Background: an optimization exercise with open tools, aiming at small area and a short achievable clock period. Do not read the settings as production practice.
Where RTL was checked, it was by simulation tests only, not by an equivalence proof against the original.
Power figures rest on the tool's default switching activity, not on a simulated workload.

==> inputs of ember <==
==> flow/design.v <==
module FourBitBP(
    input clk,
    input [2:0] branchID,
    input outcome,
    input reset,
    output reg miss
    );
    reg [3:0] BHT [0:7];
    reg [1:0] Counters [0:127];
    reg       rst_r;             
    reg [2:0] bid_r;             
    reg [3:0] h_r;               
    reg [1:0] c_r;               
    reg       o_r;               
    reg [7:0] byp_r;             
    wire [1:0] wd_r = rst_r ? 2'b00 :
                      {(c_r[1] & c_r[0]) | (o_r & (c_r[1] | c_r[0])),
                       (c_r[1] & ~c_r[0]) | (o_r & (c_r[1] | ~c_r[0]))};
    wire [7:0]  we_b;
    wire [15:0] we_h;
    wire [1:0]  cb [0:7];
    genvar b, j;
    generate
        for (b = 0; b < 8; b = b + 1) begin : g_rd
            assign we_b[b] = rst_r | (bid_r == b);
            wire [1:0] rd;
            FourBitBP_rd16 u_rd (
                .d({Counters[b*16+15], Counters[b*16+14], Counters[b*16+13], Counters[b*16+12],
                    Counters[b*16+11], Counters[b*16+10], Counters[b*16+9],  Counters[b*16+8],
                    Counters[b*16+7],  Counters[b*16+6],  Counters[b*16+5],  Counters[b*16+4],
                    Counters[b*16+3],  Counters[b*16+2],  Counters[b*16+1],  Counters[b*16+0]}),
                .s(BHT[b]), .y(rd));
            assign cb[b] = byp_r[b] ? wd_r : rd;
        end
        for (j = 0; j < 16; j = j + 1) begin : g_weh
            assign we_h[j] = rst_r | (h_r == j);
        end
    endgenerate
    wire [1:0] c = cb[branchID];
    always @(posedge clk) begin
        miss   <= ~reset & (c[1] ^ outcome);
        rst_r  <= reset;
        bid_r  <= branchID;
        h_r    <= BHT[branchID];
        c_r    <= c;
        o_r    <= outcome;
    end
    generate
        for (b = 0; b < 8; b = b + 1) begin : g_bht
            always @(posedge clk) begin
                if (reset)
                    BHT[b] <= 4'b0000;
                else if (branchID == b)
                    BHT[b] <= {BHT[b][2:0], outcome};
            end
            always @(posedge clk) begin
                byp_r[b] <= reset | ((branchID == b) & (BHT[b] == {4{outcome}}));
            end
            for (j = 0; j < 16; j = j + 1) begin : g_cnt
                always @(posedge clk) begin
                    if (we_b[b] & we_h[j])
                        Counters[b*16+j] <= wd_r;
                end
            end
        end
    endgenerate
endmodule
module FourBitBP_rd16(
    input  [31:0] d,
    input  [3:0]  s,
    output [1:0]  y
    );
    assign y = d[s*2 +: 2];
endmodule
==> flow/run.sh <==
#!/bin/bash
# synth_recipe.tcl (not shown) runs the flow's synth.tcl, then flattens the netlist and writes it again
# the make line also repeats each setting of config.mk as NAME=value (left out here)
make -C /OpenROAD-flow-scripts/flow DESIGN_CONFIG=/design/flow/config.mk WORK_HOME=/design/flow/orfs CLKGATE_MAP_FILE= SYNTH_SCRIPT=/design/flow/synth_recipe.tcl finish
==> flow/config.mk <==
export PLATFORM = sky130hd
export DESIGN_NAME = FourBitBP
export DESIGN_NICKNAME = FourBitBP
export VERILOG_FILES = /design/flow/design.v
export SDC_FILE = /design/flow/constraint.sdc
export NUM_CORES = 4
export LEC_CHECK = 0
export ABC_AREA = 1
export CAP_MARGIN = 20
export CORE_MARGIN = 2
export CORE_UTILIZATION = 40
export CTS_BUF_LIST = sky130_fd_sc_hd__clkbuf_8
export CTS_CLUSTER_DIAMETER = 60
export CTS_CLUSTER_SIZE = 12
export SETUP_SLACK_MARGIN = 3.7
export SLEW_MARGIN = 20
export SYNTH_HIERARCHICAL = 1
==> flow/constraint.sdc <==
create_clock -name core_clock -period 6.0 [get_ports {clk}]
set_input_delay 1.2000 -clock core_clock [delete_from_list [all_inputs] [get_ports {clk}]]
set_output_delay 1.2000 -clock core_clock [all_outputs]
set_load 0.01 [all_outputs]
==> onyx: changes against ember <==
==> flow/design.v (replaced) <==
`timescale 1ns / 1ps
module FourBitBP(
    input clk,
    input [2:0] branchID,
    input outcome,
    input reset,
    output reg miss
    );
    integer i;
    reg [3:0] BHT [7:0];        
    reg [1:0] Counters [127:0];             
    always @ (posedge clk)
    begin
    if(reset == 1)
    begin
    for(i=0;i<128;i=i+1)                    
    begin
        if(i < 8)
            BHT[i] <= 4'b0000;
        Counters[i] <= 2'b00;
    end
    miss <= 0;
    end
    else
    begin
    if(Counters[{branchID,BHT[branchID]}][1] == outcome)             
    begin
        miss <= 0;
        if(outcome == 0 && Counters[{branchID,BHT[branchID]}] == 2'b01)
            Counters[{branchID,BHT[branchID]}] <= 2'b00;
        if(outcome == 1 && Counters[{branchID,BHT[branchID]}] == 2'b10)
            Counters[{branchID,BHT[branchID]}] <= 2'b11;
        BHT[branchID] <= {BHT[branchID][2], BHT[branchID][1], BHT[branchID][0], outcome};    
    end
    if(Counters[{branchID,BHT[branchID]}][1] != outcome)             
    begin
        miss <= 1;
        if(outcome == 0)                                                
            Counters[{branchID,BHT[branchID]}] <= Counters[{branchID,BHT[branchID]}] - 2'b01;    
        if(outcome == 1)
            Counters[{branchID,BHT[branchID]}] <= Counters[{branchID,BHT[branchID]}] + 2'b01;
        BHT[branchID] <= {BHT[branchID][2], BHT[branchID][1], BHT[branchID][0], outcome};
    end        
    end
  end
endmodule
==> flow/config.mk (replaced) <==
export PLATFORM = sky130hd
export DESIGN_NAME = FourBitBP
export DESIGN_NICKNAME = FourBitBP
export VERILOG_FILES = /design/flow/design.v
export SDC_FILE = /design/flow/constraint.sdc
export NUM_CORES = 4
export LEC_CHECK = 0
export CAP_MARGIN = 20
export CORE_MARGIN = 2
export CORE_UTILIZATION = 40
export SLEW_MARGIN = 20
==> xenon: changes against ember <==
==> flow/design.v, changed modules only <==
module FourBitBP(
    input clk,
    input [2:0] branchID,
    input outcome,
    input reset,
    output reg miss
    );
    reg [3:0] BHT [0:7];
    reg [1:0] Counters [0:127];
    wire [1:0] cb [0:7];
    genvar b, j;
    generate
        for (b = 0; b < 8; b = b + 1) begin : g_rd
            assign cb[b] = Counters[{b[2:0], BHT[b]}];
        end
    endgenerate
    wire [1:0] c = cb[branchID];
    wire [1:0] nc = reset ? 2'b00 :
                    {(c[1] & c[0]) | (outcome & (c[1] | c[0])),
                     (c[1] & ~c[0]) | (outcome & (c[1] | ~c[0]))};
    always @(posedge clk) begin
        miss <= ~reset & (c[1] ^ outcome);
    end
    generate
        for (b = 0; b < 8; b = b + 1) begin : g_bht
            always @(posedge clk) begin
                if (reset)
                    BHT[b] <= 4'b0000;
                else if (branchID == b)
                    BHT[b] <= {BHT[b][2:0], outcome};
            end
            for (j = 0; j < 16; j = j + 1) begin : g_cnt
                always @(posedge clk) begin
                    if (reset | ((branchID == b) & (BHT[b] == j)))
                        Counters[b*16+j] <= nc;
                end
            end
        end
    endgenerate
endmodule
// module FourBitBP_rd16 removed
==> flow/config.mk (replaced) <==
export PLATFORM = sky130hd
export DESIGN_NAME = FourBitBP
export DESIGN_NICKNAME = FourBitBP
export VERILOG_FILES = /design/flow/design.v
export SDC_FILE = /design/flow/constraint.sdc
export NUM_CORES = 4
export LEC_CHECK = 0
export CAP_MARGIN = 20
export CORE_MARGIN = 2
export CORE_UTILIZATION = 40
export SLEW_MARGIN = 20
==> summary of the runs <==
- Sequential power: xenon is lower than ember (about 4%).
- Routed wire length, highest first: onyx, ember, xenon.
- First-iteration DRC count: xenon < ember < onyx.
- Between xenon and ember, the lower sequential share of layout area is in ember (gap 0.33 points).
- Against ember, the synthesized cell count of onyx is smaller by about 12%.
- Critical path depth, highest first: onyx, xenon, ember.
- Worst hold slack: onyx < ember < xenon.
- The highest clock skew belongs to xenon, the lowest to onyx.
- Combinational power: xenon < ember < onyx.
- Utilization, highest first: onyx, xenon, ember.
No functional check of the RTL was part of ember and xenon.

-- separate check: timing with driven ports --
The results above use ideal ports. As a check the final layouts listed here were re-extracted and re-timed, cells and wires unchanged. Step 1 sets driving cells, clkbuf_16 on the clock port and buf_2 on the other inputs (assumed; they add their load-dependent delay and slew). Step 2 moves the port delays by t, midway between the first and last clock arrival at a register: inputs arrive t later, outputs are due t later. That takes back most of the time a late clock gives input paths. Slacks: ideal / step 1 / step 2; pairs: ideal / step 1.
run | shift t [ns] | slack for setup (ns) | worst setup path at the end | clock arrival spread, ns | slew at the worst register clock pin (ns)
ember | 0.646 | 3.721 / 3.671 / 3.127 | input to register | 0.019 / 0.020 | 0.09 / 0.09
onyx | 0.575 | 0.159 / 0.189 / -0.385 | input to register | 0.015 / 0.015 | 0.06 / 0.06
xenon | 0.597 | 1.871 / 1.874 / 1.277 | input to register | 0.021 / 0.020 | 0.07 / 0.07
With both steps, setup timing fails in onyx, where it was met with ideal ports.
